This design comes from an exercise in tuning for small area on the open sky130 flow, not from production work.
In this exercise RTL edits were held to simulation tests only and were not proved equivalent to the original.
The clock port is modelled as an ideal driver, which makes a skipped or thinned clock tree look cheaper than it is; a real chip needs a root buffer or a tree.
Power figures rest on the tool's default switching activity, not on a simulated workload.

job 9260:
==> module top, before the edit <==
module top (
    input  logic clk,
    input  logic rst,
    input  logic start_i,
    input  logic stop_i,
    input  logic split_i,
    output logic[7:0] dec_cat,
    output logic[7:0] an
);
    logic [2:0] noisy;
    logic [2:0] smp, clean;
    logic [3:0] cnt [3];
    assign noisy = {split_i, stop_i, start_i};
    genvar g;
    generate
        for (g = 0; g < 3; g++) begin : deb
            always_ff @(posedge clk)
                smp[g] <= noisy[g];
            always_ff @(posedge clk) begin
                if (rst || (noisy[g] == smp[g] && &cnt[g]))
                    clean[g] <= noisy[g];
                if (rst || noisy[g] != smp[g])
                    cnt[g] <= 4'd0;
                else if (!(&cnt[g]))
                    cnt[g] <= cnt[g] + 4'd1;
            end
        end
    endgenerate
    logic [1:0] bst [3];
    logic [2:0] press;
    generate
        for (g = 0; g < 3; g++) begin : btn
            always_ff @(posedge clk) begin
                if (rst)
                    bst[g] <= 2'b00;
                else begin
                    bst[g][0] <= !bst[g][1] && (bst[g][0] || clean[g]);
                    bst[g][1] <= bst[g][0] && (bst[g][1] || !clean[g]);
                end
            end
            assign press[g] = bst[g][1] && !bst[g][0];
        end
    endgenerate
    logic run, split;
    always_ff @(posedge clk or posedge rst) begin
        if (rst)
            split <= 1'b0;
        else if (run && press[2])
            split <= !split;
    end
    always_ff @(posedge clk) begin
        if (rst)
            run <= 1'b0;
        else if (!run)
            run <= press[0];
        else if (!split && !press[2] && press[1])
            run <= 1'b0;
    end
    logic [1:0] ph;
    logic       scan_go;
    logic [5:0] c61;
    logic [1:0] k4;
    logic       blink;
    logic       tick;
    assign tick  = !ph[0];
    assign k4    = ph - c61[1:0];
    assign blink = k4[1] ^ k4[0];
    always_ff @(posedge clk) begin
        if (rst) begin
            ph      <= 2'd0;
            scan_go <= 1'b0;
            c61     <= 6'd0;
        end else begin
            ph      <= ph + 2'd1;
            scan_go <= (ph == 2'd3);
            c61     <= (&c61[5:2]) ? 6'd0 : c61 + 6'd1;
        end
    end
    logic [3:0] pre;
    logic       carry;
    assign carry = pre[3] & pre[1];
    always_ff @(posedge clk) begin
        if (rst)
            pre <= 4'd0;
        else if (tick && run)
            pre <= carry ? 4'd1 : pre + 4'd1;
    end
    logic [3:0] cs0, cs1, s0, m0, h0, h1;
    logic [2:0] s1, m1;
    logic e0, e1, e2, e3, e4, e5, e6, e7;
    function automatic logic [3:0] inc10(input logic [3:0] d);
        inc10[0] = !d[0];
        inc10[1] = (d[1] ^ d[0]) & !d[3];
        inc10[2] = d[2] ^ (d[1] & d[0]);
        inc10[3] = d[3] ? !d[0] : (d[2] & d[1] & d[0]);
    endfunction
    function automatic logic [2:0] inc6(input logic [2:0] d);
        inc6[0] = !d[0];
        inc6[1] = (d[1] ^ d[0]) & !d[2];
        inc6[2] = d[2] ? !d[0] : (d[1] & d[0]);
    endfunction
    assign e0 = tick && carry;
    assign e1 = e0 && cs0[3] && cs0[0];
    assign e2 = e1 && cs1[3] && cs1[0];
    assign e3 = e2 && s0[3]  && s0[0];
    assign e4 = e3 && s1[2]  && s1[0];
    assign e5 = e4 && m0[3]  && m0[0];
    assign e6 = e5 && m1[2]  && m1[0];
    assign e7 = e6 && h0[3]  && h0[0];
    always_ff @(posedge clk) begin
        if (rst) begin
            cs0 <= '0; cs1 <= '0; s0 <= '0; s1 <= '0;
            m0  <= '0; m1  <= '0; h0 <= '0; h1 <= '0;
        end else begin
            if (e0) cs0 <= inc10(cs0);
            if (e1) cs1 <= inc10(cs1);
            if (e2) s0  <= inc10(s0);
            if (e3) s1  <= inc6(s1);
            if (e4) m0  <= inc10(m0);
            if (e5) m1  <= inc6(m1);
            if (e6) h0  <= inc10(h0);
            if (e7) h1  <= inc10(h1);
        end
    end
    logic [3:0] dcs0, dcs1, ds0, dm0, dh0, dh1;
    logic [2:0] ds1, dm1;
    always_ff @(posedge clk or posedge rst) begin
        if (rst)
            dh1 <= '0;
        else if (tick && !split)
            dh1 <= h1;
    end
    always_ff @(posedge clk) begin
        if (tick && !split) begin
            dcs0 <= cs0; dcs1 <= cs1; ds0 <= s0; ds1 <= s1;
            dm0  <= m0;  dm1  <= m1;  dh0 <= h0;
        end
    end
    logic [2:0] sel;
    always_ff @(posedge clk or posedge rst) begin
        if (rst)
            sel <= 3'd0;
        else if (scan_go)
            sel <= sel + 3'd1;
    end
    logic       lit;
    logic [3:0] digit;
    logic [6:0] seg;
    assign lit = !split || blink;
    logic [7:0] oh;
    assign oh = 8'b1000_0000 >> sel;
    assign digit = ({4{oh[7]}} & dh1)         | ({4{oh[6]}} & dh0) |
                   ({4{oh[5]}} & {1'b0, dm1}) | ({4{oh[4]}} & dm0) |
                   ({4{oh[3]}} & {1'b0, ds1}) | ({4{oh[2]}} & ds0) |
                   ({4{oh[1]}} & dcs1)        | ({4{oh[0]}} & dcs0);
    logic A, B, C, D;
    assign {A, B, C, D} = digit;
    assign seg = ~{A | (B ^ C) | (C & !D),
                   A | (!C & !D) | (B & !C) | (B & !D),
                   (!B & !D) | (C & !D),
                   A | (!B & !D) | (!B & C) | (C & !D) | (B & !C & D),
                   B | !C | D,
                   !B | !(C ^ D),
                   A | C | !(B ^ D)};
    assign dec_cat = {seg, !(lit && (oh[6] || oh[4] || oh[2]))};
    assign an      = ~({8{lit}} & oh);
endmodule
clock: 10.0 ns
lec_check: 0
cap_margin: 20
core_margin: 2
core_utilization: 40
slew_margin: 20
standard.sh (not shown) runs the stock make flow with config.mk's settings and CLKGATE_MAP_FILE= SYNTH_SCRIPT=/design/flow/synth_recipe.tcl, a recipe that flattens the netlist after the stock synthesis.
==> flow/flow/run.sh <==
#!/bin/bash
# Own layout flow: the standard ORFS flow (standard.sh) with these changes:
#  - synthesis: the standard script, but the combinational logic is mapped by
#    the best of several area-oriented ABC scripts (flow/synth.tcl), and no
#    half/full adder cells are extracted (ABC maps that logic too);
#  - every port still gets a buffer, but the smallest one (buf_1);
#  - clock tree: no dummy loads, small clock buffers.
# make's full output goes to flow.log in the work folder; ORFS keeps each
# step's own log under orfs/logs/.
set -euo pipefail
cd "$(dirname "$0")/.."
bash standard.sh \
  SYNTH_SCRIPT="$PWD/flow/synth.tcl" \
  ADDER_MAP_FILE= \
  "BUFFER_PORTS_ARGS=-buffer_cell sky130_fd_sc_hd__buf_1" \
  "CTS_ARGS=-sink_clustering_enable -repair_clock_nets -dont_use_dummy_load -sink_clustering_size 20 -sink_clustering_max_diameter 60 -buf_list sky130_fd_sc_hd__clkbuf_4 -root_buf sky130_fd_sc_hd__clkbuf_4 -tree_buf sky130_fd_sc_hd__clkbuf_4" \
  "POST_CTS_TCL=$PWD/flow/post_cts.tcl" \
  finish > flow.log 2>&1
Other scripts of this flow, unchanged in this note and not shown: flow/flow/abc1.script, flow/flow/abc10.script, flow/flow/abc11.script, flow/flow/abc12.script, flow/flow/abc13.script, flow/flow/abc14.script, flow/flow/abc15.script, flow/flow/abc2.script, flow/flow/abc3.script, flow/flow/abc4.script, flow/flow/abc5.script, flow/flow/abc6.script, flow/flow/abc7.script, flow/flow/abc8.script, flow/flow/abc9.script, flow/flow/post_cts.tcl, flow/flow/synth.tcl
--- input diff job 9260..job 9584 ---
--- a/flow/design.v
+++ b/flow/design.v
@@ -71,11 +71,11 @@
             scan_go <= 1'b0;
             c61     <= 6'd0;
         end else begin
             ph      <= ph + 2'd1;
             scan_go <= (ph == 2'd3);
-            c61     <= (&c61[5:2]) ? 6'd0 : c61 + 6'd1;
+            c61     <= (c61 == 6'd60) ? 6'd0 : c61 + 6'd1;
         end
     end
     logic [3:0] pre;
     logic       carry;
     assign carry = pre[3] & pre[1];
@@ -145,23 +145,29 @@
     end
     logic       lit;
     logic [3:0] digit;
     logic [6:0] seg;
     assign lit = !split || blink;
-    logic [7:0] oh;
-    assign oh = 8'b1000_0000 >> sel;
-    assign digit = ({4{oh[7]}} & dh1)         | ({4{oh[6]}} & dh0) |
-                   ({4{oh[5]}} & {1'b0, dm1}) | ({4{oh[4]}} & dm0) |
-                   ({4{oh[3]}} & {1'b0, ds1}) | ({4{oh[2]}} & ds0) |
-                   ({4{oh[1]}} & dcs1)        | ({4{oh[0]}} & dcs0);
+    always_comb begin
+        case (sel)
+            3'd0:    digit = dh1;
+            3'd1:    digit = dh0;
+            3'd2:    digit = {1'b0, dm1};
+            3'd3:    digit = dm0;
+            3'd4:    digit = {1'b0, ds1};
+            3'd5:    digit = ds0;
+            3'd6:    digit = dcs1;
+            default: digit = dcs0;
+        endcase
+    end
     logic A, B, C, D;
     assign {A, B, C, D} = digit;
     assign seg = ~{A | (B ^ C) | (C & !D),
                    A | (!C & !D) | (B & !C) | (B & !D),
                    (!B & !D) | (C & !D),
                    A | (!B & !D) | (!B & C) | (C & !D) | (B & !C & D),
                    B | !C | D,
                    !B | !(C ^ D),
                    A | C | !(B ^ D)};
-    assign dec_cat = {seg, !(lit && (oh[6] || oh[4] || oh[2]))};
-    assign an      = ~({8{lit}} & oh);
+    assign dec_cat = {seg, !(lit && sel[0] && sel != 3'd7)};
+    assign an      = lit ? ~(8'b1000_0000 >> sel) : 8'hFF;
 endmodule
Findings:
Job 9584 completed end to end with timing, DRC and antenna clean. Job 9260 finished every step from synthesis to the final layout, and the layout passed the timing, DRC and antenna checks. From job 9260 to job 9584 the numbers moved as follows: area of the mapped netlist rose 34 um^2; post-route cell area rose about 0.8%; initial core utilization rose 0.18 points; compound-cell area share of the yosys netlist about even. Job 9584 against job 9260: via count increased 2.6%, total design power grew by about 3.5%. Layout overhead on the synthesized area delta (job 9584 -> job 9260): insignificant.
In every run of this note, the design's own scripts or RTL, not TritonCTS, make the clock network.

-- what the ideal ports hide --
How much do the figures lean on ideal ports? The routed layouts below were timed once more, with nothing changed but the port constraints. Step 1 (the two cells are an assumption about what drives the block):
set clk [get_ports {clk}]
set_driving_cell -lib_cell sky130_fd_sc_hd__clkbuf_16 $clk
set_driving_cell -lib_cell sky130_fd_sc_hd__buf_2 [delete_from_list [all_inputs] $clk]
Step 2 adds t to the input delays and takes it off the output delays; t is the mean of the earliest and latest rising clock arrival at the registers after step 1. Input paths then give back, and output paths get back, about the clock's delay inside the block. Three values: ideal ports, drivers, drivers and shift; two values: the first two.
| run | t, ns | setup slack, ns | worst hold slack (ns) | clock arrival spread, ns | worst register clock-pin slew, ns |
|---|---|---|---|---|---|
| job 9260 | 0.235 | 5.318 / 5.258 / 5.493 | 0.451 / 0.451 / 0.451 | 0.008 / 0.008 | 0.12 / 0.12 |
| job 9584 | 0.233 | 5.471 / 5.411 / 5.644 | 0.446 / 0.446 / 0.446 | 0.010 / 0.010 | 0.12 / 0.12 |
After both steps every run listed still meets setup and hold.
